This is an optimization exercise on Yosys and OpenROAD, whose aim is small area, not a production implementation. In this exercise RTL edits were held to simulation tests only and were not proved equivalent to the original. Power is estimated from default activity; no workload was simulated.

==> module cic_dec_4, before the edit <==
module cic_dec_4 #(
	parameter ISZ = 10,								 
	          ASZ = 42,	                             
	          LSZ = 23,                              
              HSZ = ASZ - LSZ,                       
              OSZ = 21	                             
)
(
	input clk,						 
	input reset,					 
	input ena_out,					 
	input [3:0] stp,                 
	input [ISZ-1:0] xv,	             
	input xs,
	output signed [OSZ-1:0] y	     
);
	reg [LSZ:0] il0, il1, il2, il3;
	reg [HSZ-1:0] ih0, ih1, ih2, ih3;
    reg xs_d;
    wire [LSZ-1:0] sl0, sl1, sl2, sl3;
    wire cl0, cl1, cl2, cl3;
    wire [HSZ-1:0] sh0, sh1, sh2, sh3;
    wire xcin = xs & ~(xv == {1'b1, {ISZ-1{1'b0}}});
    rca #(.W(LSZ)) u_l0(.a(il0[LSZ-1:0]), .b({{LSZ-ISZ{xv[ISZ-1]}},xv} ^ {LSZ{xs}}), .ci(xcin), .s(sl0), .co(cl0));
    rca #(.W(LSZ)) u_l1(.a(il1[LSZ-1:0]), .b(il0[LSZ-1:0]), .ci(1'b0), .s(sl1), .co(cl1));
    rca #(.W(LSZ)) u_l2(.a(il2[LSZ-1:0]), .b(il1[LSZ-1:0]), .ci(1'b0), .s(sl2), .co(cl2));
    rca #(.W(LSZ)) u_l3(.a(il3[LSZ-1:0]), .b(il2[LSZ-1:0]), .ci(1'b0), .s(sl3), .co(cl3));
    rca #(.W(HSZ)) u_h0(.a(ih0), .b({HSZ{xs_d}}), .ci(il0[LSZ]), .s(sh0), .co());
    rca #(.W(HSZ)) u_h1(.a(ih1), .b(ih0), .ci(il1[LSZ]), .s(sh1), .co());
    rca #(.W(HSZ)) u_h2(.a(ih2), .b(ih1), .ci(il2[LSZ]), .s(sh2), .co());
    rca #(.W(HSZ)) u_h3(.a(ih3), .b(ih2), .ci(il3[LSZ]), .s(sh3), .co());
	always @(posedge clk)
	begin
		if(reset == 1'b1)
		begin
            xs_d <= 1'b0;
			il0 <= 0; il1 <= 0; il2 <= 0; il3 <= 0;
			ih0 <= 0; ih1 <= 0; ih2 <= 0; ih3 <= 0;
		end
		else
		begin
            xs_d <= xv[ISZ-1] ^ xs;
            il0 <= {cl0, sl0}; il1 <= {cl1, sl1}; il2 <= {cl2, sl2}; il3 <= {cl3, sl3};
            ih0 <= sh0; ih1 <= sh1; ih2 <= sh2; ih3 <= sh3;
		end
	end
    reg [ASZ-OSZ-HSZ-1:0] low_pipe;
    always @(posedge clk)
        low_pipe <= il3[LSZ-1:ASZ-OSZ];
    wire [OSZ-1:0] integrator_top = {ih3, low_pipe};
	reg [OSZ-1:0] acc;
	reg [OSZ-1:0] dly0, dly1, dly2, dly3;
    wire [OSZ-1:0] aop = ena_out ? integrator_top : acc;
    wire [OSZ-1:0] dif;
    rca #(.W(OSZ)) u_c(.a(aop), .b(~dly0), .ci(1'b1), .s(dif), .co());
    wire shift = ena_out | stp[0] | stp[1] | stp[2];    
	always @(posedge clk)
	begin
        if(shift)
            acc <= dif;
		if(reset == 1'b1)
		begin
            dly0 <= 0; dly1 <= 0; dly2 <= 0; dly3 <= 0;
		end
		else if(shift)
        begin
            dly0 <= dly1; dly1 <= dly2; dly2 <= dly3; dly3 <= aop;
        end
	end
    assign y = acc;
endmodule
==> module fir8dec_par, before the edit <==
module fir8dec_par #(
	parameter isz = 16,					 
	          osz = 16,					 
              csz = 16,                  
              agrw = 3                   
)
(
	input clk,								 
	input reset,							 
	input ena,								 
	input signed [isz-1:0] iin, qin,    	 
	output reg valid,                   	 
	output signed [osz-1:0] iout,qout	     
);
    localparam asz = csz+isz+agrw;
    localparam signed [asz-1:0] rnd_const = 1<<(csz+1);
    reg signed [isz-1:0] xi, xq;     
    reg [2:0] jcnt;                  
    reg [4:0] d;                     
    reg lc;                          
    reg [4:0] pc;
    reg fst;                         
    always @(posedge clk)
    begin
        if(ena == 1'b1)
        begin
            xi <= iin;
            xq <= qin;
        end
        if(reset == 1'b1)
        begin
            jcnt <= 3'd1;
            d <= 5'd0;
            lc <= 1'b0;
            pc <= 5'd0;
            fst <= 1'b1;
        end
        else
        begin
            if(ena == 1'b1)
                jcnt <= jcnt + 3'd1;
            d <= d + 5'd1 - {4'd0, (ena == 1'b1) && (jcnt == 3'd7)};
            if(ena == 1'b1)
            begin
                lc <= 1'b1;
                pc <= 5'd0;
            end
            else if(lc == 1'b1)
            begin
                pc <= pc + 5'd1;
                if(pc == 5'd31)
                begin
                    lc <= 1'b0;
                    fst <= 1'b0;
                end
            end
        end
    end
    reg signed [csz-1:0] coeff_rom[0:255];
    initial
    begin
        $readmemh("fir8dec_coeff.hex", coeff_rom);
    end
    wire [7:0] c_addr = {d + 5'd2, 3'b000} - {5'd0, jcnt};
    wire [7:0] c_mirror = 8'd245 - c_addr;
    wire [6:0] c_fold = (c_addr <= 8'd122) ? c_addr[6:0] : c_mirror[6:0];
    wire c_zero = (c_addr >= 8'd246);
    reg signed [csz-1:0] c_data;
    reg init, emit;
    always @(posedge clk)
    begin
        if(reset == 1'b1)
        begin
            c_data <= {csz{1'b0}};
            init <= 1'b0;
            emit <= 1'b0;
        end
        else
        begin
            c_data <= (lc & ~c_zero) ? coeff_rom[{1'b0, c_fold}] : {csz{1'b0}};
            init <= lc & (fst | (c_addr == 8'd0));
            emit <= lc & (c_addr == 8'd4);
        end
    end
    reg signed [asz-1:0] iring[0:31];
    reg signed [asz-1:0] qring[0:31];
    wire signed [asz-1:0] ibase = init ? rnd_const : iring[0];
    wire signed [asz-1:0] qbase = init ? rnd_const : qring[0];
    integer n;
    always @(posedge clk)
    begin
        for(n=0;n<31;n=n+1)
        begin
            iring[n] <= iring[n+1];
            qring[n] <= qring[n+1];
        end
        iring[31] <= inext;
        qring[31] <= qnext;
    end
    wire [asz-1:0] inext, qnext;
    booth_mac u_imac(.x(xi), .c(c_data), .base(ibase), .y(inext));
    booth_mac u_qmac(.x(xq), .c(c_data), .base(qbase), .y(qnext));
    always @(posedge clk)
    begin
        if(reset == 1'b1)
            valid <= 1'b0;
        else
            valid <= emit;
    end
    sat #(.isz(agrw+osz-2), .osz(osz))
        u_isat(.in(iring[31][asz-1:csz+2]), .out(iout));
    sat #(.isz(agrw+osz-2), .osz(osz))
        u_qsat(.in(qring[31][asz-1:csz+2]), .out(qout));
endmodule
clock: 12.5 ns
lec_check: 0
abc_area: 1
cap_margin: 20
core_margin: 2
core_utilization: 35
slew_margin: 20
synth_memory_max_bits: 32768
standard.sh (not shown) runs the stock make flow with config.mk's settings and CLKGATE_MAP_FILE= SYNTH_SCRIPT=/design/flow/synth_recipe.tcl, a recipe that flattens the netlist after the stock synthesis.
==> flow/flow/run.sh <==
#!/bin/bash
# Layout flow: the standard flow (standard.sh) with two changes.
#  1. Synthesis maps the logic with an area-oriented ABC script
#     (flow/abc_area_map.script) in place of ORFS's; the rest of synthesis
#     (synth_recipe.tcl and ORFS's synth.tcl) is unchanged, so the registers
#     are the standard synthesis's.
#  2. Clock tree synthesis clusters up to 28 sinks within 90 um per leaf
#     buffer (clkbuf_16), uses clkbuf_4 above the leaves and inserts no
#     dummy loads.
# Logs: synth.log (synthesis), standard.log (the rest, via standard.sh);
# ORFS's own per-step logs are under orfs/logs.
set -euo pipefail
W=$(pwd)

# ORFS's synth.tcl, with our ABC script in place of the one ABC_AREA picks
sed 's#^source \$::env(SCRIPTS_DIR)/synth_preamble.tcl$#&\nset abc_args [lreplace $abc_args 1 1 '"$W"'/flow/abc_area_map.script]#' \
    "$FLOW_HOME/scripts/synth.tcl" > "$W/synth_custom.tcl"
grep -q 'abc_area_map.script' "$W/synth_custom.tcl"
sed 's#^source \$::env(SCRIPTS_DIR)/synth.tcl$#source '"$W"'/synth_custom.tcl#' synth_recipe.tcl > "$W/synth_recipe_custom.tcl"
grep -q 'synth_custom.tcl' "$W/synth_recipe_custom.tcl"

# standard.sh's make command, with our synthesis script, for synthesis only
MK=$(grep -m1 '^make -C' standard.sh)
MK=${MK%\"\$\{@:-finish\}\"}
MK=$(echo "$MK" | sed "s#SYNTH_SCRIPT=[^ ]*#SYNTH_SCRIPT=$W/synth_recipe_custom.tcl#")
eval "$MK synth" > synth.log 2>&1

# the rest of the standard flow
export CTS_ARGS="-sink_clustering_enable -repair_clock_nets -sink_clustering_size 28 -sink_clustering_max_diameter 90 -sink_clustering_buffer sky130_fd_sc_hd__clkbuf_16 -buf_list sky130_fd_sc_hd__clkbuf_4 -dont_use_dummy_load"
bash standard.sh > standard.log 2>&1
==> flow/flow/abc_area_map.script <==
strash
balance
rewrite
refactor
balance
rewrite
rewrite -z
balance
refactor -z
rewrite -z
balance
dch
amap
topo
stime -c
buffer -c
upsize -c
dnsize -c
Rerun with:
--- a/flow/design.v
+++ b/flow/design.v
@@ -3284,20 +3284,17 @@
 	reg [OSZ-1:0] dly0, dly1, dly2, dly3;
     wire [OSZ-1:0] aop = ena_out ? integrator_top : acc;
     wire [OSZ-1:0] dif;
     rca #(.W(OSZ)) u_c(.a(aop), .b(~dly0), .ci(1'b1), .s(dif), .co());
-    wire shift = ena_out | stp[0] | stp[1] | stp[2];    
+    wire shift = ena_out | stp[0] | stp[1] | stp[2];
 	always @(posedge clk)
 	begin
         if(shift)
             acc <= dif;
-		if(reset == 1'b1)
-		begin
-            dly0 <= 0; dly1 <= 0; dly2 <= 0; dly3 <= 0;
-		end
-		else if(shift)
+		if(shift | reset)
         begin
-            dly0 <= dly1; dly1 <= dly2; dly2 <= dly3; dly3 <= aop;
+            dly0 <= dly1; dly1 <= dly2; dly2 <= dly3;
+            dly3 <= aop & {OSZ{~reset}};
         end
 	end
     assign y = acc;
 endmodule
@@ -3371,20 +3368,11 @@
     reg signed [csz-1:0] c_data;
     reg init, emit;
     always @(posedge clk)
     begin
-        if(reset == 1'b1)
-        begin
-            c_data <= {csz{1'b0}};
-            init <= 1'b0;
-            emit <= 1'b0;
-        end
-        else
-        begin
-            c_data <= (lc & ~c_zero) ? coeff_rom[{1'b0, c_fold}] : {csz{1'b0}};
-            init <= lc & (fst | (c_addr == 8'd0));
-            emit <= lc & (c_addr == 8'd4);
-        end
+        c_data <= (lc & ~c_zero) ? coeff_rom[{1'b0, c_fold}] : {csz{1'b0}};
+        init <= lc & (fst | (c_addr == 8'd0));
+        emit <= lc & (c_addr == 8'd4);
     end
     reg signed [asz-1:0] iring[0:31];
     reg signed [asz-1:0] qring[0:31];
     wire signed [asz-1:0] ibase = init ? rnd_const : iring[0];
Clock power barely changes.
Synthesized area is about the same.
Sequential power is higher by about 10%.
Power rises by 5.4%.
Wire length is lower by 2.1%.
Core utilization increases by 0.24 points.
Design area hardly moves.
Count of clock-buffer cells in the layout is unchanged.
Worst setup slack loses 0.30 ns.
Register-to-register slack loses 0.30 ns.
Combinational power stays flat.
Non-clock buffer count climbs by 7.
Global-route usage shrinks by 0.34 points.

separate check: timing with driven ports:
In the flow no input, the clock included, has a driving cell. The finished layouts below were timed again as built, in two steps.
Step 1, drivers: a clkbuf_16 drives clk and a buf_2 each remaining input, both assumed.
Step 2 moves the port delays by t, midway between the first and last clock arrival at a register: inputs arrive t later, outputs are due t later. That takes back most of the time a late clock gives input paths.
Slacks: ideal / step 1 / step 2; pairs: ideal / step 1.
run | shift t [ns] | slack for setup (ns) | cell pins on the clock port's net
the first run | 1.414 | 1.051 / 1.051 / 0.673 | 1
the second run | 1.477 | 0.747 / 0.747 / 0.747 | 1
After both steps every run listed still meets setup and hold. The setup slack of the first run, which loses most, moves by 0.000 ns with the drivers and by -0.378 ns with both steps.
